What follows belongs to an exercise in optimizing a design on an open flow for small area; a production flow would make more cautious choices.
Function was checked by simulation only, so behaviour that the tests miss may differ from the original.
Power is estimated from default activity; no workload was simulated.

### flow/flow/run.sh
#!/bin/bash
# Own layout flow: the standard ORFS flow (standard.sh), run with a
# private copy of the ORFS scripts in which the ABC mapping script is the
# area-oriented one in flow/abc_area.script (deepsyn, then mapping with amap), and with the ports buffered
# by the smallest buffer. Clock tree: clkbuf_16 leaf clusters of up to 30
# flip-flops, without dummy loads. All of make's output (every tool) goes to
# flow_make.log here; ORFS keeps each step's log under orfs/logs/.
set -euo pipefail
work=$(pwd)
rm -rf "$work/orfs_scripts"
cp -r "$FLOW_HOME/scripts" "$work/orfs_scripts"
cp "$work/flow/abc_area.script" "$work/orfs_scripts/abc_speed.script"
bash "$work/standard.sh" "SCRIPTS_DIR=$work/orfs_scripts" \
    "BUFFER_PORTS_ARGS=-buffer_cell sky130_fd_sc_hd__buf_1" \
    "CTS_ARGS=-sink_clustering_enable -repair_clock_nets -dont_use_dummy_load -buf_list sky130_fd_sc_hd__clkbuf_16 -sink_clustering_size 30 -sink_clustering_max_diameter 60" \
    finish > "$work/flow_make.log" 2>&1
### flow/flow/abc_area.script
strash
&get -n
&deepsyn -T 30
&put
dch -f
amap
topo
### flow/standard.sh
#!/bin/bash
# synth_recipe.tcl (not shown) runs the flow's synth.tcl, then flattens the netlist and writes it again
# the make line also repeats each setting of config.mk as NAME=value (left out here)
make -C /OpenROAD-flow-scripts/flow DESIGN_CONFIG=/design/flow/config.mk WORK_HOME=/design/flow/orfs CLKGATE_MAP_FILE= SYNTH_SCRIPT=/design/flow/synth_recipe.tcl "${@:-finish}"
### flow/config.mk
export PLATFORM = sky130hd
export DESIGN_NAME = vending_machine
export DESIGN_NICKNAME = vending_machine
export VERILOG_FILES = /design/flow/design.v
export SDC_FILE = /design/flow/constraint.sdc
export NUM_CORES = 4
export LEC_CHECK = 0
export CAP_MARGIN = 20
export CORE_MARGIN = 2
export CORE_UTILIZATION = 70
export PLACE_DENSITY = 0.85
export SLEW_MARGIN = 20
export SYNTH_HIERARCHICAL = 1
### flow/constraint.sdc
create_clock -name core_clock -period 30.0 [get_ports {clk}]
set_input_delay 6.0000 -clock core_clock [delete_from_list [all_inputs] [get_ports {clk}]]
set_output_delay 6.0000 -clock core_clock [all_outputs]
set_load 0.01 [all_outputs]
### flow/design.v
`timescale 1ns/1ps
module vending_machine #(
    parameter int NUM_ITEMS    = 10,
    parameter int MAX_CLIENTS  = 100,
    parameter logic [31:0] ADMIN_PASSWORD = 32'hA5A5_F00D
)(
    input  logic               clk,
    input  logic               rst_n,
    input  logic [31:0]        regs_data_in,
    output logic [31:0]        regs_data_out,
    input  logic               regs_we,
    input  logic [7:0]         regs_addr,
    input  logic               id_valid,
    input  logic [8:0]         client_id,
    input  logic [5:0]         coin_in,
    input  logic [1:0]         currency_type,
    input  logic               coin_insert,
    input  logic [NUM_ITEMS-1:0] item_select,
    input  logic               confirm,
    input  logic               admin_mode,
    input  logic [31:0]        admin_password,
    input  logic               tamper_detect,
    input  logic               jam_detect,
    input  logic               power_loss,
    output logic                 access_error,
    output logic [NUM_ITEMS-1:0] item_out,
    output logic [31:0]          change_out,
    output logic                 no_change,
    output logic [NUM_ITEMS-1:0] item_empty,
    output logic [7:0]           client_points,
    output logic                 alarm
);
    logic        admin_access_granted;
    logic [31:0] r_cfg;             
    logic [7:0]  r_max_clients;
    logic [31:0] r_current_admin_password;
    wire [10:0] r_idle_timeout  = r_cfg[23:13];
    wire [7:0]  r_exchange_rate = r_cfg[31:24];
    always_ff @(posedge clk or negedge rst_n) begin
        if (!rst_n)
            admin_access_granted <= 1'b0;
        else if (admin_mode && admin_password == r_current_admin_password)
            admin_access_granted <= 1'b1;
        else if (!admin_mode)
            admin_access_granted <= 1'b0;
    end
    wire        wr_en    = regs_we && admin_access_granted;
    wire [7:0]  regs_off = regs_addr - 8'h0C;
    wire [3:0]  wr_idx   = regs_off[5:2];
    wire [3:0]  rd_idx   = regs_off[6:3];
    wire [2:0]  rd_field = regs_off[2:0];
    wire        wr_item  = regs_addr >= 8'h0C && regs_addr < 8'h34;
    wire        rd_item  = regs_addr >= 8'h0C && regs_addr < 8'h5C;
    always_ff @(posedge clk or negedge rst_n) begin
        if (!rst_n) begin
            r_cfg                    <= {8'd2, 11'd10, 8'd100, 5'd10};
            r_max_clients            <= 8'd100;
            r_current_admin_password <= ADMIN_PASSWORD;
        end else if (wr_en) begin
            if (regs_addr == 8'h00) r_cfg <= regs_data_in;
            if (regs_addr == 8'h04) r_max_clients <= regs_data_in[7:0];
            if (regs_addr == 8'h08 && |regs_data_in[31:8])
                r_current_admin_password <= regs_data_in;
        end
    end
    logic [7:0] item_price [10];
    logic [7:0] item_count [10];
    logic [7:0] item_disc  [10];
    logic [9:0] item_written;
    wire        item_we = wr_en && wr_item;
    always_ff @(posedge clk) begin
        if (item_we) begin
            item_price[wr_idx] <= regs_data_in[7:0];
            item_count[wr_idx] <= regs_data_in[15:8];
            item_disc[wr_idx]  <= regs_data_in[23:16];
        end
    end
    always_ff @(posedge clk or negedge rst_n) begin
        if (!rst_n)       item_written <= '0;
        else if (item_we) item_written[wr_idx] <= 1'b1;
    end
    wire        rf_price = rd_field == 3'd0;
    wire        rf_count = rd_field == 3'd4;
    wire        rf_disc  = rd_field == 3'd6;
    logic [9:0] rs_pw, rs_cw, rs_dw;     
    logic [7:0] rd_const;                
    always_comb begin
        rd_const = 8'd0;
        for (int i = 0; i < 10; i++) begin
            rs_pw[i] = rd_idx == 4'(i) && rf_price && item_written[i];
            rs_cw[i] = rd_idx == 4'(i) && rf_count && item_written[i];
            rs_dw[i] = rd_idx == 4'(i) && rf_disc  && item_written[i];
            if (rd_idx == 4'(i) && !item_written[i])
                rd_const = rd_const | ({8{rf_price}} & 8'((i+1)*10)) | ({8{rf_count}} & 8'd5);
        end
    end
    logic [7:0] item_rd;
    for (genvar b = 0; b < 8; b++) begin : g_ird
        wire [9:0] t;
        wire [2:0] u;
        for (genvar i = 0; i < 10; i++) begin : g_t
            vm_aoi222 u_a (.a(rs_pw[i]), .b(item_price[i][b]), .c(rs_cw[i]), .d(item_count[i][b]),
                           .e(rs_dw[i]), .f(item_disc[i][b]), .y(t[i]));
        end
        vm_nand4 u_n0 (.a(t[0]), .b(t[1]), .c(t[2]), .d(t[3]), .y(u[0]));
        vm_nand4 u_n1 (.a(t[4]), .b(t[5]), .c(t[6]), .d(t[7]), .y(u[1]));
        vm_nand2 u_n2 (.a(t[8]), .b(t[9]), .y(u[2]));
        vm_or4   u_o  (.a(u[0]), .b(u[1]), .c(u[2]), .d(rd_const[b]), .y(item_rd[b]));
    end
    always_comb begin
        regs_data_out = 32'h0;
        if (!admin_access_granted)
            regs_data_out = 32'hDEAD_BEEF;
        else if (regs_addr == 8'h00)
            regs_data_out = r_cfg;
        else if (regs_addr == 8'h04)
            regs_data_out = {24'h0, r_max_clients};
        else if (regs_addr == 8'h08)
            regs_data_out = r_current_admin_password;
        else if (rd_item) begin
            regs_data_out[7:0] = item_rd;
        end
    end
    always_ff @(posedge clk or negedge rst_n) begin
        if (!rst_n)
            access_error <= 1'b0;
        else
            access_error <= regs_we && (!admin_access_granted ||
                            (regs_addr == 8'h08 && regs_data_in[31:8] == 24'h0));
    end
    always_ff @(posedge clk or negedge rst_n) begin
        if (!rst_n) alarm <= 1'b0;
        else if (tamper_detect | jam_detect | power_loss) alarm <= 1'b1;
    end
    logic [3:0] sel_code;
    always_comb begin
        logic seen, multi;
        logic [3:0] enc;
        seen  = 1'b0;
        multi = 1'b0;
        enc   = 4'd0;
        for (int i = 0; i < 10; i++) begin
            multi = multi | (item_select[i] & seen);
            seen  = seen | item_select[i];
            enc   = enc | ({4{item_select[i]}} & 4'(i));
        end
        sel_code = multi ? 4'd14 : (!seen ? 4'd15 : enc);
    end
    logic       r_id_ok;           
    logic [7:0] r_client_id;
    logic [5:0] r_coin_in;
    logic [1:0] r_currency_type;
    logic       r_coin_insert;
    logic [3:0] r_sel;
    logic       r_confirm;
    always_ff @(posedge clk or negedge rst_n) begin
        if (!rst_n) begin
            r_id_ok <= 1'b0;
            r_client_id <= '0;
            r_coin_in <= '0;
            r_currency_type <= '0;
            r_coin_insert <= 1'b0;
            r_sel <= 4'd15;
            r_confirm <= 1'b0;
        end else begin
            r_id_ok <= id_valid && !client_id[8];
            r_client_id <= client_id[7:0];
            r_coin_in <= coin_in;
            r_currency_type <= currency_type;
            r_coin_insert <= coin_insert;
            r_sel <= sel_code;
            r_confirm <= confirm;
        end
    end
    wire r_sel_valid = r_sel < 4'd10;
    wire r_sel_nz    = r_sel != 4'd15;
    localparam logic [2:0] S_IDLE    = 3'd0,
                           S_IDLE_C  = 3'd1,    
                           S_ACCEPT  = 3'd2,
                           S_WAIT    = 3'd3,
                           S_DISP    = 3'd4,
                           S_GIVE    = 3'd5,
                           S_GIVE_D  = 3'd6,    
                           S_ERROR   = 3'd7;
    logic [2:0]  state, next_state;
    logic        stay;
    logic [31:0] balance;
    logic [31:0] idle_timer;
    logic [3:0]  d_idx;           
    logic [6:0]  cur_id;          
    logic        cur_nodisc;      
    wire is_idle   = (state == S_IDLE) || (state == S_IDLE_C);
    wire timed_out = idle_timer >= {21'h0, r_idle_timeout};
    wire id_load   = is_idle && r_id_ok && (r_client_id < r_max_clients);
    wire [3:0] p_idx   = (state == S_DISP) ? d_idx : r_sel;
    logic [9:0] ps_w;        
    logic [7:0] p_const;     
    logic       p_empty;
    always_comb begin
        p_const = 8'd0;
        p_empty = 1'b0;
        for (int i = 0; i < 10; i++) begin
            ps_w[i] = p_idx == 4'(i) && item_written[i];
            if (ps_w[i] && item_count[i] == 8'd0) p_empty = 1'b1;
            if (p_idx == 4'(i) && !item_written[i]) p_const = p_const | 8'((i+1)*10);
        end
    end
    logic [7:0] p_base;
    for (genvar b = 0; b < 8; b++) begin : g_pb
        wire [3:0] t;
        wire       u;
        vm_aoi222 u_a0 (.a(ps_w[0]), .b(item_price[0][b]), .c(ps_w[1]), .d(item_price[1][b]),
                        .e(ps_w[2]), .f(item_price[2][b]), .y(t[0]));
        vm_aoi222 u_a1 (.a(ps_w[3]), .b(item_price[3][b]), .c(ps_w[4]), .d(item_price[4][b]),
                        .e(ps_w[5]), .f(item_price[5][b]), .y(t[1]));
        vm_aoi222 u_a2 (.a(ps_w[6]), .b(item_price[6][b]), .c(ps_w[7]), .d(item_price[7][b]),
                        .e(ps_w[8]), .f(item_price[8][b]), .y(t[2]));
        vm_nand2  u_a3 (.a(ps_w[9]), .b(item_price[9][b]), .y(t[3]));
        vm_nand4  u_n  (.a(t[0]), .b(t[1]), .c(t[2]), .d(t[3]), .y(u));
        vm_or2    u_o  (.a(u), .b(p_const[b]), .y(p_base[b]));
    end
    function automatic logic [1:0] k_of_id(input logic [6:0] id);
        k_of_id = 2'd0;
        for (int i = 0; i < 100; i++)
            if (id == 7'(i)) k_of_id = 2'(i % 3) + 2'(i % 10 == 0);
    endfunction
    logic [1:0] cur_k;
    always_comb begin
        cur_k = 2'd0;
        if (!cur_nodisc && cur_id < 7'd100)
            cur_k = k_of_id(cur_id);
    end
    logic [4:0] bq;
    logic [3:0] br;
    always_comb begin
        br = 4'd0;
        for (int i = 7; i >= 0; i--) begin
            logic [4:0] t;
            t = {br, p_base[i]};
            if (i <= 4) bq[i] = t >= 5'd10;
            br = (t >= 5'd10) ? 4'(t - 5'd10) : t[3:0];
        end
    end
    logic [1:0] kc;
    always_comb begin
        case (cur_k)
            2'd1:    kc = (br != 4'd0) ? 2'd1 : 2'd0;
            2'd2:    kc = (br == 4'd0) ? 2'd0 : (br <= 4'd5) ? 2'd1 : 2'd2;
            2'd3:    kc = (br == 4'd0) ? 2'd0 : (br <= 4'd3) ? 2'd1 : (br <= 4'd6) ? 2'd2 : 2'd3;
            default: kc = 2'd0;
        endcase
    end
    wire [6:0] kq = (cur_k[0] ? {2'b0, bq} : 7'd0) + (cur_k[1] ? {1'b0, bq, 1'b0} : 7'd0);
    wire [7:0] price = p_base - 8'(kq) - 8'(kc);
    logic [2:0] pr;
    logic [3:0] p_points;
    always_comb begin
        pr = 3'd0;
        for (int i = 7; i >= 2; i--) begin
            logic [3:0] t;
            t = {pr, price[i]};
            if (i <= 5) p_points[i-2] = t >= 4'd5;
            pr = (t >= 4'd5) ? 3'(t - 4'd5) : t[2:0];
        end
    end
    wire [13:0] coin_ar;
    vm_mul6x8 u_mul (.a(r_coin_in), .b(r_exchange_rate), .p(coin_ar));
    wire [14:0] coin_eur;
    wire [13:0] eur_c;
    vm_ha u_eur0 (.a(coin_ar[0]), .b(coin_ar[1]), .s(coin_eur[0]), .co(eur_c[0]));
    for (genvar i = 1; i < 13; i++) begin : g_eur
        vm_fa u_eur (.a(coin_ar[i]), .b(coin_ar[i+1]), .c(eur_c[i-1]), .s(coin_eur[i]), .co(eur_c[i]));
    end
    vm_ha u_eur13 (.a(coin_ar[13]), .b(eur_c[12]), .s(coin_eur[13]), .co(coin_eur[14]));
    logic [14:0] coin_val;
    always_comb begin
        case (r_currency_type)
            2'd1:    coin_val = {1'b0, coin_ar};
            2'd2:    coin_val = coin_eur;
            default: coin_val = {9'd0, r_coin_in};
        endcase
    end
    wire        adding   = (state == S_ACCEPT);
    wire [31:0] add_b    = adding ? {17'd0, coin_val} : ~{24'd0, price};
    wire [32:0] add_res  = {1'b0, balance} + {1'b0, add_b} + {32'd0, !adding};
    wire        enough   = add_res[32];       
    always_comb begin
        next_state = state;
        stay = 1'b0;
        case (state)
            S_IDLE, S_IDLE_C: begin
                stay = !r_coin_insert;
                next_state = r_coin_insert ? S_ACCEPT : S_IDLE;
            end
            S_ACCEPT: begin
                stay = 1'b1;
                if (r_coin_insert) ;
                else if (r_sel_nz) begin next_state = S_WAIT; stay = 1'b0; end
                else if (timed_out) begin next_state = S_GIVE; stay = 1'b0; end
            end
            S_WAIT: begin
                stay = 1'b1;
                if (r_confirm) begin
                    stay = 1'b0;
                    if (!r_sel_valid || p_empty) next_state = S_ERROR;
                    else if (enough) next_state = S_DISP;
                    else if (timed_out) next_state = S_GIVE;
                    else stay = 1'b1;
                end
            end
            S_DISP:   next_state = S_GIVE_D;
            S_GIVE, S_GIVE_D: next_state = S_IDLE_C;
            S_ERROR: begin
                stay = !timed_out;
                if (timed_out) next_state = S_IDLE;
            end
            default: ;
        endcase
    end
    always_ff @(posedge clk or negedge rst_n) begin
        if (!rst_n) state <= S_IDLE;
        else        state <= next_state;
    end
    always_ff @(posedge clk or negedge rst_n) begin
        if (!rst_n) begin
            balance    <= '0;
            idle_timer <= '0;
            d_idx      <= '0;
            item_empty <= '0;
        end else begin
            if (id_load || !stay) idle_timer <= '0;
            else                  idle_timer <= idle_timer + 32'd1;
            if ((adding && r_coin_insert) || state == S_DISP)
                balance <= add_res[31:0];
            else if (state == S_IDLE_C)
                balance <= '0;
            if (state == S_WAIT) d_idx <= r_sel;
            if (state == S_DISP && p_empty)
                item_empty[d_idx] <= 1'b1;
        end
    end
    assign change_out = (state == S_IDLE_C) ? balance : 32'd0;
    assign no_change  = (state == S_IDLE_C) && (balance == 32'd0);
    always_comb begin
        item_out = '0;
        if (state == S_GIVE_D) item_out[d_idx] = 1'b1;
    end
    wire       cur_valid = cur_id < 7'd100;
    wire [8:0] pts_sum   = {1'b0, client_points} + {5'd0, p_points};
    wire [7:0] pts_new   = pts_sum[8] ? 8'hFF : pts_sum[7:0];
    wire       pts_we    = (state == S_DISP) && cur_valid && ({1'b0, cur_id} < r_max_clients);
    wire [7:0] pts_rd;
    vm_client_db u_db (.clk(clk), .rst_n(rst_n), .id(cur_id), .we(pts_we), .wdata(pts_new), .rdata(pts_rd));
    always_ff @(posedge clk or negedge rst_n) begin
        if (!rst_n) begin
            cur_id <= '0;
            cur_nodisc <= 1'b1;
            client_points <= '0;
        end else begin
            if (id_load) cur_nodisc <= 1'b0;
            if (id_load)
                cur_id <= (r_client_id < 8'd100) ? r_client_id[6:0] : 7'd127;
            client_points <= pts_rd;
        end
    end
endmodule
module vm_client_db (
    input  logic       clk,
    input  logic       rst_n,
    input  logic [6:0] id,
    input  logic       we,
    input  logic [7:0] wdata,
    output logic [7:0] rdata
);
    logic [7:0] ring [100];
    logic [6:0] off, ppos, pend_id;
    logic [7:0] pend_data;
    logic       pend_valid;
    logic [2:0] init_cnt;        
    wire        init = init_cnt != 3'd5;
    wire [7:0] rsum  = {1'b0, id} + {1'b0, off};
    wire [6:0] rpos  = (rsum >= 8'd100) ? 7'(rsum - 8'd100) : rsum[6:0];
    wire [6:0] rpos1 = (rpos == 7'd99) ? 7'd0 : rpos + 7'd1;
    logic      ppos_port;    
    always_comb begin
        ppos_port = 1'b0;
        for (int i = 4; i < 100; i += 5)
            if (ppos == 7'(i)) ppos_port = 1'b1;
    end
    wire       flush = pend_valid && ppos_port;
    logic [7:0] port_data [4];
    always_comb begin
        for (int c = 0; c < 4; c++)
            port_data[c] = init ? 8'((c == 0 ? 19 : 5*c - 1) - init_cnt) : pend_data;
    end
    always_ff @(posedge clk) begin
        for (int i = 0; i < 100; i++) begin
            if (i % 5 == 0 && (init || (flush && ppos == 7'((i + 99) % 100))))
                ring[i] <= port_data[(i / 5) % 4];
            else
                ring[i] <= ring[(i + 99) % 100];
        end
    end
    always_ff @(posedge clk or negedge rst_n) begin
        if (!rst_n) begin
            off <= '0;
            init_cnt <= '0;
            ppos <= '0;
            pend_id <= '0;
            pend_data <= '0;
            pend_valid <= 1'b0;
        end else begin
            off <= (off == 7'd99) ? 7'd0 : off + 7'd1;
            if (init) init_cnt <= init_cnt + 3'd1;
            if (we) begin
                pend_valid <= 1'b1;
                pend_data  <= wdata;
                pend_id    <= id;
                ppos       <= rpos1;
            end else begin
                if (flush) pend_valid <= 1'b0;
                ppos <= (ppos == 7'd99) ? 7'd0 : ppos + 7'd1;
            end
        end
    end
    logic [7:0]  rd_ao;
    logic [7:0]  hi_n;
    logic [15:0] lo_n;
    always_comb begin
        hi_n = '1;
        hi_n[rpos[6:4]] = 1'b0;
        lo_n = '1;
        lo_n[rpos[3:0]] = 1'b0;
    end
    wire [99:0] sel;
    for (genvar p = 0; p < 100; p++) begin : g_sel
        vm_nor2 u_s (.a(hi_n[p/16]), .b(lo_n[p%16]), .y(sel[p]));
    end
    for (genvar b = 0; b < 8; b++) begin : g_bit
        wire [33:0] t;       
        wire [7:0]  u;       
        wire [1:0]  v;
        wire        w;
        for (genvar k = 0; k < 33; k++) begin : g_t
            vm_aoi222 u_a (.a(sel[3*k]),   .b(ring[3*k][b]),
                           .c(sel[3*k+1]), .d(ring[3*k+1][b]),
                           .e(sel[3*k+2]), .f(ring[3*k+2][b]), .y(t[k]));
        end
        vm_nand2 u_t33 (.a(sel[99]), .b(ring[99][b]), .y(t[33]));
        for (genvar k = 0; k < 8; k++) begin : g_u
            vm_nand4 u_n (.a(t[4*k]), .b(t[4*k+1]), .c(t[4*k+2]), .d(t[4*k+3]), .y(u[k]));
        end
        vm_and2 u_w  (.a(t[32]), .b(t[33]), .y(w));
        vm_nor4 u_v0 (.a(u[0]), .b(u[1]), .c(u[2]), .d(u[3]), .y(v[0]));
        vm_nor4 u_v1 (.a(u[4]), .b(u[5]), .c(u[6]), .d(u[7]), .y(v[1]));
        vm_nand3 u_o (.a(v[0]), .b(v[1]), .c(w), .y(rd_ao[b]));
    end
    logic [7:0] id_mod20;
    always_comb begin
        id_mod20 = 8'd0;
        for (int i = 0; i < 100; i++)
            if (id == 7'(i)) id_mod20 = 8'(i % 20);
    end
    always_comb begin
        if (pend_valid && pend_id == id) rdata = pend_data;
        else if (id >= 7'd100)           rdata = 8'd0;
        else if (init)                   rdata = id_mod20;
        else                             rdata = rd_ao;
    end
endmodule
module vm_nor2 (input logic a, input logic b, output logic y);
    assign y = ~(a | b);
endmodule
module vm_nand2 (input logic a, input logic b, output logic y);
    assign y = ~(a & b);
endmodule
module vm_and2 (input logic a, input logic b, output logic y);
    assign y = a & b;
endmodule
module vm_nand3 (input logic a, input logic b, input logic c, output logic y);
    assign y = ~(a & b & c);
endmodule
module vm_nand4 (input logic a, input logic b, input logic c, input logic d, output logic y);
    assign y = ~(a & b & c & d);
endmodule
module vm_nor4 (input logic a, input logic b, input logic c, input logic d, output logic y);
    assign y = ~(a | b | c | d);
endmodule
module vm_aoi222 (input logic a, input logic b, input logic c, input logic d,
                  input logic e, input logic f, output logic y);
    assign y = ~((a & b) | (c & d) | (e & f));
endmodule
module vm_or2 (input logic a, input logic b, output logic y);
    assign y = a | b;
endmodule
module vm_or4 (input logic a, input logic b, input logic c, input logic d, output logic y);
    assign y = a | b | c | d;
endmodule
module vm_ha (input logic a, input logic b, output logic s, output logic co);
    assign {co, s} = a + b;
endmodule
module vm_fa (input logic a, input logic b, input logic c, output logic s, output logic co);
    assign {co, s} = a + b + c;
endmodule
module vm_mul6x8 (input logic [5:0] a, input logic [7:0] b, output logic [13:0] p);
    wire pp_0_0, pp_0_1, pp_0_2, pp_0_3, pp_0_4, pp_0_5, pp_0_6, pp_0_7, pp_1_0, pp_1_1, pp_1_2, pp_1_3, pp_1_4, pp_1_5, pp_1_6, pp_1_7, pp_2_0, pp_2_1, pp_2_2, pp_2_3, pp_2_4, pp_2_5, pp_2_6, pp_2_7, pp_3_0, pp_3_1, pp_3_2, pp_3_3, pp_3_4, pp_3_5, pp_3_6, pp_3_7, pp_4_0, pp_4_1, pp_4_2, pp_4_3, pp_4_4, pp_4_5, pp_4_6, pp_4_7, pp_5_0, pp_5_1, pp_5_2, pp_5_3, pp_5_4, pp_5_5, pp_5_6, pp_5_7, s1, c2, s3, c4, s5, c6, s7, c8, s9, c10, s11, c12, s13, c14, s15, c16, s17, c18, s19, c20, s21, c22, s23, c24, s25, c26, s27, c28, s29, c30, s31, c32, s33, c34, s35, c36, s37, c38, s39, c40, s41, c42, s43, c44, s45, c46, s47, c48, s49, c50, s51, c52, s53, c54, s55, c56, r57, r58, r59, r60, r61, r62, r63, r64, r65, r66, r67, r68;
    vm_and2 u_pp_0_0 (.a(a[0]), .b(b[0]), .y(pp_0_0));
    vm_and2 u_pp_0_1 (.a(a[0]), .b(b[1]), .y(pp_0_1));
    vm_and2 u_pp_0_2 (.a(a[0]), .b(b[2]), .y(pp_0_2));
    vm_and2 u_pp_0_3 (.a(a[0]), .b(b[3]), .y(pp_0_3));
    vm_and2 u_pp_0_4 (.a(a[0]), .b(b[4]), .y(pp_0_4));
    vm_and2 u_pp_0_5 (.a(a[0]), .b(b[5]), .y(pp_0_5));
    vm_and2 u_pp_0_6 (.a(a[0]), .b(b[6]), .y(pp_0_6));
    vm_and2 u_pp_0_7 (.a(a[0]), .b(b[7]), .y(pp_0_7));
    vm_and2 u_pp_1_0 (.a(a[1]), .b(b[0]), .y(pp_1_0));
    vm_and2 u_pp_1_1 (.a(a[1]), .b(b[1]), .y(pp_1_1));
    vm_and2 u_pp_1_2 (.a(a[1]), .b(b[2]), .y(pp_1_2));
    vm_and2 u_pp_1_3 (.a(a[1]), .b(b[3]), .y(pp_1_3));
    vm_and2 u_pp_1_4 (.a(a[1]), .b(b[4]), .y(pp_1_4));
    vm_and2 u_pp_1_5 (.a(a[1]), .b(b[5]), .y(pp_1_5));
    vm_and2 u_pp_1_6 (.a(a[1]), .b(b[6]), .y(pp_1_6));
    vm_and2 u_pp_1_7 (.a(a[1]), .b(b[7]), .y(pp_1_7));
    vm_and2 u_pp_2_0 (.a(a[2]), .b(b[0]), .y(pp_2_0));
    vm_and2 u_pp_2_1 (.a(a[2]), .b(b[1]), .y(pp_2_1));
    vm_and2 u_pp_2_2 (.a(a[2]), .b(b[2]), .y(pp_2_2));
    vm_and2 u_pp_2_3 (.a(a[2]), .b(b[3]), .y(pp_2_3));
    vm_and2 u_pp_2_4 (.a(a[2]), .b(b[4]), .y(pp_2_4));
    vm_and2 u_pp_2_5 (.a(a[2]), .b(b[5]), .y(pp_2_5));
    vm_and2 u_pp_2_6 (.a(a[2]), .b(b[6]), .y(pp_2_6));
    vm_and2 u_pp_2_7 (.a(a[2]), .b(b[7]), .y(pp_2_7));
    vm_and2 u_pp_3_0 (.a(a[3]), .b(b[0]), .y(pp_3_0));
    vm_and2 u_pp_3_1 (.a(a[3]), .b(b[1]), .y(pp_3_1));
    vm_and2 u_pp_3_2 (.a(a[3]), .b(b[2]), .y(pp_3_2));
    vm_and2 u_pp_3_3 (.a(a[3]), .b(b[3]), .y(pp_3_3));
    vm_and2 u_pp_3_4 (.a(a[3]), .b(b[4]), .y(pp_3_4));
    vm_and2 u_pp_3_5 (.a(a[3]), .b(b[5]), .y(pp_3_5));
    vm_and2 u_pp_3_6 (.a(a[3]), .b(b[6]), .y(pp_3_6));
    vm_and2 u_pp_3_7 (.a(a[3]), .b(b[7]), .y(pp_3_7));
    vm_and2 u_pp_4_0 (.a(a[4]), .b(b[0]), .y(pp_4_0));
    vm_and2 u_pp_4_1 (.a(a[4]), .b(b[1]), .y(pp_4_1));
    vm_and2 u_pp_4_2 (.a(a[4]), .b(b[2]), .y(pp_4_2));
    vm_and2 u_pp_4_3 (.a(a[4]), .b(b[3]), .y(pp_4_3));
    vm_and2 u_pp_4_4 (.a(a[4]), .b(b[4]), .y(pp_4_4));
    vm_and2 u_pp_4_5 (.a(a[4]), .b(b[5]), .y(pp_4_5));
    vm_and2 u_pp_4_6 (.a(a[4]), .b(b[6]), .y(pp_4_6));
    vm_and2 u_pp_4_7 (.a(a[4]), .b(b[7]), .y(pp_4_7));
    vm_and2 u_pp_5_0 (.a(a[5]), .b(b[0]), .y(pp_5_0));
    vm_and2 u_pp_5_1 (.a(a[5]), .b(b[1]), .y(pp_5_1));
    vm_and2 u_pp_5_2 (.a(a[5]), .b(b[2]), .y(pp_5_2));
    vm_and2 u_pp_5_3 (.a(a[5]), .b(b[3]), .y(pp_5_3));
    vm_and2 u_pp_5_4 (.a(a[5]), .b(b[4]), .y(pp_5_4));
    vm_and2 u_pp_5_5 (.a(a[5]), .b(b[5]), .y(pp_5_5));
    vm_and2 u_pp_5_6 (.a(a[5]), .b(b[6]), .y(pp_5_6));
    vm_and2 u_pp_5_7 (.a(a[5]), .b(b[7]), .y(pp_5_7));
    vm_ha u_ha2 (.a(pp_0_4), .b(pp_1_3), .s(s1), .co(c2));
    vm_fa u_fa4 (.a(pp_0_5), .b(pp_1_4), .c(pp_2_3), .s(s3), .co(c4));
    vm_ha u_ha6 (.a(pp_3_2), .b(pp_4_1), .s(s5), .co(c6));
    vm_fa u_fa8 (.a(pp_0_6), .b(pp_1_5), .c(pp_2_4), .s(s7), .co(c8));
    vm_fa u_fa10 (.a(pp_3_3), .b(pp_4_2), .c(pp_5_1), .s(s9), .co(c10));
    vm_fa u_fa12 (.a(pp_0_7), .b(pp_1_6), .c(pp_2_5), .s(s11), .co(c12));
    vm_fa u_fa14 (.a(pp_3_4), .b(pp_4_3), .c(pp_5_2), .s(s13), .co(c14));
    vm_fa u_fa16 (.a(pp_1_7), .b(pp_2_6), .c(pp_3_5), .s(s15), .co(c16));
    vm_ha u_ha18 (.a(pp_4_4), .b(pp_5_3), .s(s17), .co(c18));
    vm_fa u_fa20 (.a(pp_2_7), .b(pp_3_6), .c(pp_4_5), .s(s19), .co(c20));
    vm_ha u_ha22 (.a(pp_0_3), .b(pp_1_2), .s(s21), .co(c22));
    vm_fa u_fa24 (.a(s1), .b(pp_2_2), .c(pp_3_1), .s(s23), .co(c24));
    vm_fa u_fa26 (.a(s3), .b(s5), .c(pp_5_0), .s(s25), .co(c26));
    vm_fa u_fa28 (.a(s7), .b(s9), .c(c4), .s(s27), .co(c28));
    vm_fa u_fa30 (.a(s11), .b(s13), .c(c8), .s(s29), .co(c30));
    vm_fa u_fa32 (.a(s15), .b(s17), .c(c12), .s(s31), .co(c32));
    vm_fa u_fa34 (.a(s19), .b(pp_5_4), .c(c16), .s(s33), .co(c34));
    vm_fa u_fa36 (.a(pp_3_7), .b(pp_4_6), .c(pp_5_5), .s(s35), .co(c36));
    vm_ha u_ha38 (.a(pp_0_2), .b(pp_1_1), .s(s37), .co(c38));
    vm_fa u_fa40 (.a(s21), .b(pp_2_1), .c(pp_3_0), .s(s39), .co(c40));
    vm_fa u_fa42 (.a(s23), .b(pp_4_0), .c(c22), .s(s41), .co(c42));
    vm_fa u_fa44 (.a(s25), .b(c2), .c(c24), .s(s43), .co(c44));
    vm_fa u_fa46 (.a(s27), .b(c6), .c(c26), .s(s45), .co(c46));
    vm_fa u_fa48 (.a(s29), .b(c10), .c(c28), .s(s47), .co(c48));
    vm_fa u_fa50 (.a(s31), .b(c14), .c(c30), .s(s49), .co(c50));
    vm_fa u_fa52 (.a(s33), .b(c18), .c(c32), .s(s51), .co(c52));
    vm_fa u_fa54 (.a(s35), .b(c20), .c(c34), .s(s53), .co(c54));
    vm_fa u_fa56 (.a(pp_4_7), .b(pp_5_6), .c(c36), .s(s55), .co(c56));
    assign p[0] = pp_0_0;
    vm_ha u_rha1 (.a(pp_0_1), .b(pp_1_0), .s(p[1]), .co(r57));
    vm_fa u_rfa2 (.a(s37), .b(pp_2_0), .c(r57), .s(p[2]), .co(r58));
    vm_fa u_rfa3 (.a(s39), .b(c38), .c(r58), .s(p[3]), .co(r59));
    vm_fa u_rfa4 (.a(s41), .b(c40), .c(r59), .s(p[4]), .co(r60));
    vm_fa u_rfa5 (.a(s43), .b(c42), .c(r60), .s(p[5]), .co(r61));
    vm_fa u_rfa6 (.a(s45), .b(c44), .c(r61), .s(p[6]), .co(r62));
    vm_fa u_rfa7 (.a(s47), .b(c46), .c(r62), .s(p[7]), .co(r63));
    vm_fa u_rfa8 (.a(s49), .b(c48), .c(r63), .s(p[8]), .co(r64));
    vm_fa u_rfa9 (.a(s51), .b(c50), .c(r64), .s(p[9]), .co(r65));
    vm_fa u_rfa10 (.a(s53), .b(c52), .c(r65), .s(p[10]), .co(r66));
    vm_fa u_rfa11 (.a(s55), .b(c54), .c(r66), .s(p[11]), .co(r67));
    vm_fa u_rfa12 (.a(pp_5_7), .b(c56), .c(r67), .s(p[12]), .co(r68));
    assign p[13] = r68;
endmodule
==> results of run 1 <==
## layer usage
metal / up-vias / GRT usage [%] / routed length, um
met5: - / 0 / 13
met4: 2 / 19.1 / 7890
met3: 522 / 12.6 / 20400
met2: 2856 / 59.5 / 61400
met1: 18200 / 55.8 / 54300
li1: 16400 / - / -
## metrics by stage
step | cell area (sq um) | power (W) | hold WS [ps] | util (%) | worst slack, ps
3_5_place_dp | 49900 | 0.00205 | 335 | 74.2 | 11990
2_1_floorplan | 47600 | 0.00197 | 330 | - | 13740
5_1_grt | 51700 | 0.00302 | 290 | 76.8 | 9890
3_3_place_gp | 49900 | 0.00203 | 331 | 74.2 | 12650
6_report | 51700 | 0.00294 | 287 | 76.8 | 11670
4_1_cts | 51600 | 0.00293 | 291 | 76.7 | 11960
## cell type report
cell class / count / area, sq um / area share [%]
Clock buffer: 67 / 1680 / 3.24
Multi-Input combinational cell: 2422 / 17000 / 32.8
Inverter: 395 / 1480 / 2.87
Sequential cell: 1278 / 29200 / 56.5
Timing Repair Buffer: 262 / 1230 / 2.39
Tap cell: 873 / 1090 / 2.11
Antenna cell: 5 / 12.5 / 0.0242
## kinds of logic after synthesis
kind of cell / count (synthesis)
compound gates: 1080
fa+ha+maj: 188
buf+inv: 397
flops: 1278
other cells: 1
simple gates: 1151
## cells in the final DEF, fill, tap and decap left out, types with 34 or more instances in the layout
cell	netlist	layout
a21oi_1	54	54
o21a_1	65	65
nor3_1	78	77
a211oi_1	34	34
nor4_1	39	38
nand2_1	209	208
a222oi_1	371	371
dfrtp_1	207	207
o22a_1	116	116
edfxtp_1	240	240
buf_4	2	57
and2_0	57	57
nor2_1	472	458
nand4_1	111	111
dfxtp_1	800	800
buf_1	0	202
clkbuf_16	0	67
or3_1	37	37
fa_1	57	57
nand3_1	40	39
clkinv_1	395	394
ha_1	131	131
o22ai_1	134	133
o21ai_0	136	134
or2_0	51	48
## power breakdown
part / internal, W / switching [W] / leakage [nW]
combinational: 0.000104 / 0.000157 / 6.53
clock: 0.000400 / 0.000521 / 0.826
sequential: 0.00175 / 0.00000248 / 11.4
## modules after synthesis, one instance, submodules excluded, excerpt
module,flip-flops and latches,times used
vm_aoi222,0,368
vm_mul6x8,0,1
vm_or2,0,8
vm_nor4,0,16
vm_nor2,0,100
vm_ha,0,8
vm_and2,0,56
vm_or4,0,8
vm_client_db,833,1
vending_machine,445,1
vm_nand2,0,24
vm_nand4,0,88
## flip-flops by register name, summed over array words and instances, names as in the netlist, 6 cells and up
register,flops
item_written,10
r_client_id,8
idle_timer,32
cur_id,7
u_db.pend_data,8
r_cfg,32
u_db.ring,800
balance,32
r_max_clients,8
r_coin_in,6
item_disc,80
item_count,80
r_current_admin_password,32
item_price,80
item_empty,10
u_db.off,7
u_db.ppos,7
client_points,8
u_db.pend_id,7
## worst min-delay path by stage
stage | from | to | depth (start not counted)
after floorplan | u_db.ring[10][0] | u_db.ring[11][0] | 0
after global placement | u_db.ring[43][5] | u_db.ring[44][5] | 0
after detailed placement | u_db.ring[37][0] | u_db.ring[38][0] | 0
after CTS | u_db.ring[17][0] | u_db.ring[18][0] | 0
after global routing | u_db.ring[17][0] | u_db.ring[18][0] | 0
final | u_db.ring[17][0] | u_db.ring[18][0] | 0
## worst max-delay path: cells and delay by family (launching register included)
kind            cells  cell delay (ps)
simple gates       38             4530
compound gates     38             8180
fa+ha+maj          10             2970
buf+inv            12             2140
flops               1              410
==> results.ini, run 1 <==
[synth]
synthMuxAreaShare_pct = 0
yosys_warnings = 10
synth_edf_count = 240
synth_fa_ha_area_share_pct = 5.84
synth_ff_type = dfxtp_1
netlist_area_sq_um = 47600
synth_top_area_share_pct = 33.7
syn-instance-count = 4095
synth_top_family_by_area = compound AO/OA/AOI/OAI gates
synth_xor_area_share_pct = 0
synth.most_common_cell = dfxtp_1
yosys.cell_types.count = 55
netlist_top_cells_count = dfxtp_1, nor2_1, clkinv_1
synthArstFlopShare_pct = 18.6
synth_area_leaders = dfxtp_1, edfxtp_1, dfrtp_1, a222oi_1, nor2_1
synth_simple_gate_area_share_pct = 11.3
synth_compound_area_share_pct = 18.3
synth.yosys.seq_area_share_pct = 61.4
synth_area_leader_cell = dfxtp_1
synth-seq-cells = 1278
avgSynthCellArea_sq_um = 11.6

[drt]
vias = 38000
drc_errors = 0
ant_nets = 0
dr.pass1.iters = 14
via_per_inst = 7.17
drt-initial-drc-count = 7388
drt-total-wl_um = 144000
wire_per_inst_um = 27.2

[global_route]
grt_antenna_before_repair = 8
grt_pass1_wl_um = 217000
grt_pass1_vias = 36200
grt_start_max_net_pins = 76
grt-ovfl-total = 0
gr-usage-all-layers_pct = 40.7

[placement]
dp_cells = 5228
dp_hpwl_um = 103000
portBuffers = 203
place_congestion = 1.09

[timing]
fin_crit_sh_pct = 61.1
drv_slew = 0
grt_setup_unrepaired = no
max_freq_mhz = 54.6
fin_skew_ps = 86.7
maxSlewHeadroom_pct = 16.9
tns_ps = 0
fin_crit_ps = 18330
setup_viol = 0
hold_viol_final = 0
worst_pin_slew_ps = 1240

[layout]
area_growth_pct = 8.58
fillers = 4352
nets = 4723
final_cells = 5302
layout-drive-gt1-share_pct = 4.02

[power]
leakage_nw = 18.7
peakVddDrop_mv = 0.0569
p_per_area_nw_per_um2 = 56.8

[worst_setup_path]
critPathSlowestCell = or3_1
critPathKind = reg -> reg
r2r_cells = 98
rrSetupSlack_ps = 11670
startpoint = state[1]
crit-reg2reg-launch = state[1]
critPathRequiredTime_ps = 30530
critPathMaxFanout = 32
r2r_end = idle_timer[7]
critPathMaxStageDelay_ps = 500
critPathLaunchType = flip-flop
crit_top_cell = nor2_1
end_kind = flip-flop
worstPathArrival_ps = 18850
endpoint = idle_timer[7]

[job]
cap_violations = 0

[die]
coreArea_sq_um = 67300
die_h_um = 265
die_w_um = 265
initial_core_util_pct = 70.7
dieArea_sq_um = 70100
rows = 95
num_io_pins = 204

[clocking]
clock-sinks = 1278
post_cts_resized = 0
clk_path_buf_depth = 3
ctsHtreeMaxLevel = 3
cts_buffers = 67
clock_latency_ps = 680
clock-root-buffer = clkbuf_16
clk_pin_slew_ps = 100
cts_tree = done
cts_hold_buf = 0
cts_post_setup_buffers_inserted = 0

[run_status]
outcome = timing/DRC/antenna clean

[hold_path]
hold_path_class = reg -> reg

==> run 2, diff against run 1 <==
--- a/flow/config.mk
+++ b/flow/config.mk
@@ -6,8 +6,8 @@
 export NUM_CORES = 4
 export LEC_CHECK = 0
-export CAP_MARGIN = 20
+export CAP_MARGIN = 12
 export CORE_MARGIN = 2
-export CORE_UTILIZATION = 70
-export PLACE_DENSITY = 0.85
-export SLEW_MARGIN = 20
+export CORE_UTILIZATION = 75
+export PLACE_DENSITY = 0.9
+export SLEW_MARGIN = 12
 export SYNTH_HIERARCHICAL = 1
==> results.ini, run 2 <==
[run_status]
outcome = timing/DRC/antenna clean

[die]
dieArea_sq_um = 65500  ; -6.6%
initial_core_util_pct = 75.7  ; +5.0 points
coreArea_sq_um = 62900  ; -6.6%
num_io_pins = 204  ; unchanged
die_h_um = 256  ; -3.3%
rows = 92  ; -3.2%
die_w_um = 256  ; -3.3%

[drt]
drc_errors = 0  ; unchanged
ant_nets = 0  ; unchanged
vias = 38800  ; +2.2%
dr.pass1.iters = 13  ; -1
drt-total-wl_um = 149000  ; +3.5%
drt-initial-drc-count = 7515  ; +1.7%
wire_per_inst_um = 28.3  ; +4.1%
via_per_inst = 7.37  ; +2.9%

[layout]
nets = 4715  ; -0.17%
layout-drive-gt1-share_pct = 3.78  ; -0.24 points
final_core_util_pct = 81.8  ; +5.0 points
area_growth_pct = 8.07
largest_reg_flops = 800  ; unchanged
layout_commonest_cell = dfxtp_1
layout_common_cells = dfxtp_1, nor2_1, clkinv_1
stdcell_area_sq_um = 51400  ; -0.47%
regMostFlops = u_db.ring
final_cells = 5270  ; -0.60%

[timing]
fin_crit_sh_pct = 62.3  ; +1.2 points
setup_viol = 0  ; unchanged
fin_skew_ps = 114  ; +27.2 ps
worst_pin_slew_ps = 1410  ; +172 ps
hold_viol_final = 0  ; unchanged
max_freq_mhz = 53.5  ; -1.9%
fin_crit_ps = 18680  ; +355 ps
fin_ws_ps = 11320  ; -355 ps
grt_setup_unrepaired = no
maxSlewHeadroom_pct = 5.35  ; -12 points
tns_ps = 0  ; unchanged
drv_slew = 0  ; unchanged

[clocking]
clk_path_buf_depth = 3  ; unchanged
clock-root-buffer = clkbuf_16
cts_post_setup_buffers_inserted = 0  ; unchanged
post_cts_resized = 0  ; unchanged
cts_buffers = 59  ; -12%
cts_tree = done
clk_pin_slew_ps = 110  ; about the same
ctsHtreeMaxLevel = 2  ; -1
cts_hold_buf = 0  ; unchanged
clock-sinks = 1278  ; unchanged
clock_latency_ps = 690  ; about the same

[power]
internal_power_w = 0.00220  ; -2.3%
seq_power_share_pct = 61.0  ; +1.3 points
p_sw_w = 0.000670  ; -1.5%
switching_share_pct = 23.3  ; +0.14 points
leakage_nw = 18.6  ; -0.52%
pwr-share-clk_pct = 29.9  ; -1.5 points
p_per_area_nw_per_um2 = 55.9  ; -1.7%
p_comb_share_pct = 9.1  ; +0.2 points
peakVddDrop_mv = 0.0538  ; -5.4%

[synth]
avgSynthCellArea_sq_um = 11.6  ; unchanged
yosys.cell_types.count = 55  ; unchanged
synth-seq-cells = 1278  ; unchanged
synth_edf_count = 240  ; unchanged
netlist_top_cells_count = dfxtp_1, nor2_1, clkinv_1
synth_area_leader_cell = dfxtp_1
syn-instance-count = 4095  ; unchanged
synth_area_leaders = dfxtp_1, edfxtp_1, dfrtp_1, a222oi_1, nor2_1
synthArstFlopShare_pct = 18.6  ; unchanged
synth_ff_type = dfxtp_1
netlist_area_sq_um = 47600  ; unchanged
synth.yosys.seq_area_share_pct = 61.4  ; unchanged
synth_top_area_share_pct = 33.7  ; unchanged
yosys_warnings = 10  ; unchanged
synth.most_common_cell = dfxtp_1

[job]
cap_violations = 0  ; unchanged

[global_route]
grt_pass1_vias = 37200  ; +2.7%
grt_start_max_net_pins = 74  ; -2.6%
gr-usage-all-layers_pct = 44.6  ; +3.9 points
grt-ovfl-total = 0  ; unchanged
grt_antenna_before_repair = 11  ; +3
grt_pass1_wl_um = 223000  ; +2.7%

[worst_setup_path]
r2r_cells = 98  ; unchanged
critPathRequiredTime_ps = 30530  ; about the same
critPathMaxFanout = 32  ; unchanged
critPathKind = reg -> reg
worstPathArrival_ps = 19210  ; +360 ps
critPathMaxStageDelay_ps = 500  ; about the same
end_kind = flip-flop
crit_top_cell = nor2_1
critPathSlowestCell = nor2_1
critPathLaunchType = flip-flop

[placement]
pre_cts_ws_ps = 11770  ; -217 ps
portBuffers = 203  ; unchanged
dp_hpwl_um = 106000  ; +2.6%
dp_cells = 5201  ; -0.52%
postPlaceCellArea_sq_um = 49900  ; -0.11%
place_congestion = 1.17  ; +8.2%

[hold_path]
min_path_cells = 0  ; unchanged
hold_path_class = reg -> reg

run 2: cell types whose count changed in the layout (fill, tap and decap cells not counted), moves of 2 or more:
cell	before	now
diode_2	5	8
or2_1	3	0
clkbuf_16	67	59
or2_0	48	51
nor2_4	3	1
nor2_2	11	13
run 2: modules after synthesis, one instance, submodules excluded:
module	cells	area [sq um]	copies in the design
vending_machine	1901	20800	1
vm_and2	1	6.26	56
vm_aoi222	1	10.0	368
vm_client_db	1462	20500	1
vm_fa	1	20.0	46
vm_ha	1	12.5	8
vm_mul6x8	2	15.0	1
vm_nand2	1	3.75	24
vm_nand3	1	5.00	8
vm_nand4	1	6.26	88
vm_nor2	1	3.75	100
vm_nor4	1	6.26	16
vm_or2	1	6.26	8
vm_or4	1	7.51	8
run 2: worst max-delay path: cells and delay by family, from the launching register on:
kind | cells | cell delay [ps]
adder cells (fa/ha/maj) | 10 | 2950
flip-flops | 1 | 430
AO/OA/AOI/OAI | 38 | 8370
buffers and inverters | 12 | 2120
AND/OR/NAND/NOR | 38 | 4620
run 2: cell type report:
| class | instances | area (sq um) |
|---|---|---|
| inverter | 395 | 1480 |
| sequential | 1278 | 29200 |
| fill | 3604 | 11400 |
| clock buffer | 59 | 1480 |
| timing repair buffer | 262 | 1240 |
| tap | 846 | 1060 |
| multi-input combinational | 2422 | 16900 |
| antenna | 8 | 20.0 |
run 2: logic make-up after synthesis:
kind of cell / share of synthesized area [%]
AOI/OAI and AO/OA: 18.3
adders and majority gates: 5.84
buffers and inverters: 3.15
DFF: 61.4
other: 0.00788
and+or+nand+nor: 11.3
run 2: path summary, 6_finish.rpt:
kind	startpoint	end	slack (ps)
max	state[1]	idle_timer[13]	11320
min	u_db.ring[58][5]	u_db.ring[59][5]	250
max reg2reg	state[1]	idle_timer[13]	11320
min reg2reg	u_db.ring[58][5]	u_db.ring[59][5]	250
max in group asynchronous	rst_n	balance[15]	22370
min in group asynchronous	rst_n	r_cfg[24]	5310
run 2: power groups by stage:
stage	Clock, W	Combinational (W)	Sequential (W)
6_report	0.000858	0.000261	0.00175
5_1_grt	0.000909	0.000294	0.00175
4_1_cts	0.000850	0.000258	0.00175
3_5_place_dp	0	0.000252	0.00179
3_3_place_gp	0	0.000240	0.00179
2_1_floorplan	0	0.000179	0.00179
run 2: per-stage QoR:
stage          hold WS (ps)  power (W)
6_report                251    0.00287
5_1_grt                 265    0.00296
4_1_cts                 268    0.00286
3_5_place_dp            335    0.00204
3_3_place_gp            331    0.00203
2_1_floorplan           330    0.00197
run 2: metal layers:
layer	track usage, %	vias up	wire, um
met2	66.1	3168	64000
li1	-	16400	-
met4	21.8	10	8920
met3	14.1	660	22400
met5	0	-	96
met1	59.9	18600	53600
==> run 3, diff against run 2 <==
--- a/flow/design.v
+++ b/flow/design.v
@@ -228,5 +228,5 @@
     always_comb begin
         cur_k = 2'd0;
-        if (!cur_nodisc && cur_id < 7'd100)
+        if (!cur_nodisc)
             cur_k = k_of_id(cur_id);
     end
@@ -346,5 +346,5 @@
         if (state == S_GIVE_D) item_out[d_idx] = 1'b1;
     end
-    wire       cur_valid = cur_id < 7'd100;
+    wire       cur_valid = !(cur_id[6] & cur_id[5] & cur_id[2]);
     wire [8:0] pts_sum   = {1'b0, client_points} + {5'd0, p_points};
     wire [7:0] pts_new   = pts_sum[8] ? 8'hFF : pts_sum[7:0];
@@ -464,5 +464,5 @@
     always_comb begin
         if (pend_valid && pend_id == id) rdata = pend_data;
-        else if (id >= 7'd100)           rdata = 8'd0;
+        else if (id[6] & id[5] & id[2])  rdata = 8'd0;    
         else if (init)                   rdata = id_mod20;
         else                             rdata = rd_ao;
--- a/flow/config.mk
+++ b/flow/config.mk
@@ -6,8 +6,8 @@
 export NUM_CORES = 4
 export LEC_CHECK = 0
-export CAP_MARGIN = 12
+export CAP_MARGIN = 20
 export CORE_MARGIN = 2
 export CORE_UTILIZATION = 75
 export PLACE_DENSITY = 0.9
-export SLEW_MARGIN = 12
+export SLEW_MARGIN = 20
 export SYNTH_HIERARCHICAL = 1
==> results.ini, run 3 <==
[synth]
synth_area_leaders = dfxtp_1, edfxtp_1, dfrtp_1, a222oi_1, nor2_1
netlist_area_sq_um = 47800  ; +0.35%
yosys_warnings = 10  ; unchanged
yosys.cell_types.count = 56  ; +1.8%
synth_area_leader_cell = dfxtp_1
syn-instance-count = 4133  ; +0.93%
netlist_top_cells_count = dfxtp_1, nor2_1, clkinv_1
synth.most_common_cell = dfxtp_1
avgSynthCellArea_sq_um = 11.6  ; -0.57%
synth_ff_type = dfxtp_1
synth_edf_count = 240  ; unchanged
synth-seq-cells = 1278  ; unchanged
synthArstFlopShare_pct = 18.6  ; unchanged
synth_top_area_share_pct = 33.5  ; -0.12 points
synth.yosys.seq_area_share_pct = 61.2  ; -0.22 points

[layout]
layout_common_cells = dfxtp_1, nor2_1, clkinv_1
nets = 4749  ; +0.72%
stdcell_area_sq_um = 51600  ; +0.32%
regMostFlops = u_db.ring
layout_commonest_cell = dfxtp_1
largest_reg_flops = 800  ; unchanged
area_growth_pct = 8.04  ; about the same
layout-drive-gt1-share_pct = 3.69  ; -0.096 points

[placement]
postPlaceCellArea_sq_um = 50100  ; +0.34%
place_congestion = 1.09  ; -7.3%
portBuffers = 203  ; unchanged
dp_hpwl_um = 110000  ; +3.8%

[die]
num_io_pins = 204  ; unchanged
coreArea_sq_um = 63000  ; +0.18%
die_w_um = 256  ; +0.18%
dieArea_sq_um = 65700  ; +0.35%
initial_core_util_pct = 75.8  ; +0.13 points
die_h_um = 256  ; +0.18%
rows = 92  ; unchanged

[worst_setup_path]
critPathMaxFanout = 32  ; unchanged
path_depth = 97  ; -1.0%
crit-reg2reg-launch = state[2]
end_kind = flip-flop
r2r_cells = 97  ; -1.0%
crit_top_cell = nor2_1
critPathSlowestCell = nor3_1
critPathKind = reg -> reg
r2r_end = idle_timer[19]
critPathLaunchType = flip-flop
cp_top_family = compound AO/OA/AOI/OAI gates
critPathRequiredTime_ps = 30580  ; +50 ps
path_buf_inv = 11  ; -1
worstPathArrival_ps = 17960  ; -1250 ps
startpoint = state[2]
rrSetupSlack_ps = 12630  ; +1310 ps
critPathMaxStageDelay_ps = 820  ; +320 ps
endpoint = idle_timer[19]

[job]
cap_violations = 0  ; unchanged

[clocking]
clock-root-buffer = clkbuf_16
cts_post_setup_buffers_inserted = 0  ; unchanged
clock_latency_ps = 710  ; +20 ps
clk_path_buf_depth = 3  ; unchanged
clock-sinks = 1278  ; unchanged
cts_tree = done
ctsHtreeMaxLevel = 2  ; unchanged
cts_buffers = 59  ; unchanged
post_cts_resized = 0  ; unchanged
cts_hold_buf = 0  ; unchanged
clk_pin_slew_ps = 110  ; about the same

[global_route]
grt_pass1_wl_um = 232000  ; +4.2%
grt-ovfl-total = 0  ; unchanged
grt_antenna_before_repair = 12  ; +1
grt_pass1_vias = 38000  ; +2.1%
grt_start_max_net_pins = 72  ; -2.7%
gr-usage-all-layers_pct = 46.7  ; +2.2 points

[drt]
drt-total-wl_um = 156000  ; +4.7%
ant_nets = 0  ; unchanged
via_per_inst = 7.49  ; +1.6%
drc_errors = 0  ; unchanged
vias = 39800  ; +2.4%
dr.pass1.iters = 17  ; +4
drt-initial-drc-count = 8672  ; +15%
wire_per_inst_um = 29.4  ; +3.9%

[run_status]
outcome = timing/DRC/antenna clean

[timing]
max_freq_mhz = 57.6  ; +7.5%
fin_crit_sh_pct = 57.9  ; -4.4 points
hold_viol_final = 0  ; unchanged
tns_ps = 0  ; unchanged
grt_setup_unrepaired = no
whs_ps = 235  ; -15.9 ps
fin_skew_ps = 133  ; +18.6 ps
worst_pin_slew_ps = 1270  ; -147 ps
drv_slew = 0  ; unchanged
setup_viol = 0  ; unchanged
maxSlewHeadroom_pct = 15.5  ; +10 points
fin_crit_ps = 17370  ; -1310 ps

[power]
peakVddDrop_mv = 0.185  ; +240%
leakage_nw = 18.6  ; -0.15%
p_per_area_nw_per_um2 = 110  ; +98%

[hold_path]
hold_path_class = reg -> reg

[run 3: how the worst min path moves through the flow]
stage / slack (ps) / from / to / depth (start not counted)
6_report: 240 / u_db.ring[91][7] / u_db.ring[92][7] / 0
5_1_grt: 250 / u_db.ring[91][7] / u_db.ring[92][7] / 0
4_1_cts: 250 / u_db.ring[91][7] / u_db.ring[92][7] / 0
3_5_place_dp: 340 / u_db.ring[40][1] / u_db.ring[41][1] / 0
3_3_place_gp: 330 / u_db.ring[37][5] / u_db.ring[38][5] / 0
2_1_floorplan: 330 / u_db.ring[10][0] / u_db.ring[11][0] / 0
[run 3: worst reg2reg max path: cells and delay by family, from the launching register on]
| kind | cells | cell delay (ps) |
|---|---|---|
| AO/OA/AOI/OAI | 39 | 7890 |
| flip-flops | 1 | 450 |
| buffers and inverters | 11 | 1680 |
| adder cells (fa/ha/maj) | 10 | 2990 |
| AND/OR/NAND/NOR | 37 | 4270 |
[run 3: per-layer routing]
| layer | GRT usage, % | share of wire (%) | vias up |
|---|---|---|---|
| met4 | 26.6 | 7.3 | 16 |
| met3 | 16.1 | 16 | 874 |
| met2 | 69.2 | 43 | 3646 |
| met1 | 60.4 | 34 | 18700 |
| met5 | 0 | 0.095 | - |
| li1 | - | - | 16500 |
[run 3: stage by stage]
step                total power [W]  utilization [%]  instances  setup WS, ps
floorplan                   0.00389                -       4135         14470
global placement            0.00459             79.5       5237         13520
detailed placement          0.00471             79.5       5237         12820
CTS                         0.00556             81.8       5296         12770
global route                0.00603             81.9       5298         10610
finish                      0.00570             81.9       5310         12630
[run 3: logic make-up after synthesis]
group	Yosys count	share of synthesized area (%)
other	1	0.00785
AOI/OAI and AO/OA	1089	18.3
and+or+nand+nor	1196	11.7
buffers and inverters	381	3.01
DFF	1278	61.2
adders and majority gates	188	5.82
[run 3: final cells by class]
class	count	area [sq um]
antenna	14	35.0
fill	3449	11400
tap	846	1060
timing repair buffer	258	1180
multi-input combinational	2476	17200
clock buffer	59	1480
sequential	1278	29200
inverter	379	1420
[run 3: Yosys stat by module (local to each module, per instance), a selection]
module,times used,cell area (sq um)
vm_nand3,8,5.00
vm_client_db,1,20500
vm_nand2,24,3.75
vm_nor2,100,3.75
vm_mul6x8,1,15.0
vm_nand4,88,6.26
vm_and2,56,6.26
[run 3: power by group]
group          leakage, nW  internal (W)  switching, W  total [W]
registers             11.5       0.00189      0.000115    0.00200
logic                 6.38      0.000965       0.00187    0.00283
clock network        0.727      0.000350      0.000513   0.000863

==> static timing again, ports no longer ideal <==
Ports are ideal in the flow. The routed layouts listed here were re-timed in OpenROAD. Step 1 assumes that a clkbuf_16 drives the clock port and a buf_2 every other input. Step 2 adds t to the input delays and takes it off the output delays; t is the mean of the earliest and latest rising clock arrival at the registers after step 1. Input paths then give back, and output paths get back, about the clock's delay inside the block. Slacks: ideal / step 1 / step 2; pairs: ideal / step 1.
run	t, ns	setup slack, ns	hold WS [ns]	cell pins on the clock port's net
run 1	0.689	11.673 / 11.673 / 11.673	0.287 / 0.287 / 0.287	1
run 2	0.703	11.318 / 11.318 / 11.318	0.251 / 0.251 / 0.251	1
run 3	0.712	12.629 / 12.629 / 12.629	0.235 / 0.235 / 0.235	1
After both steps setup and hold are still met in every run listed.
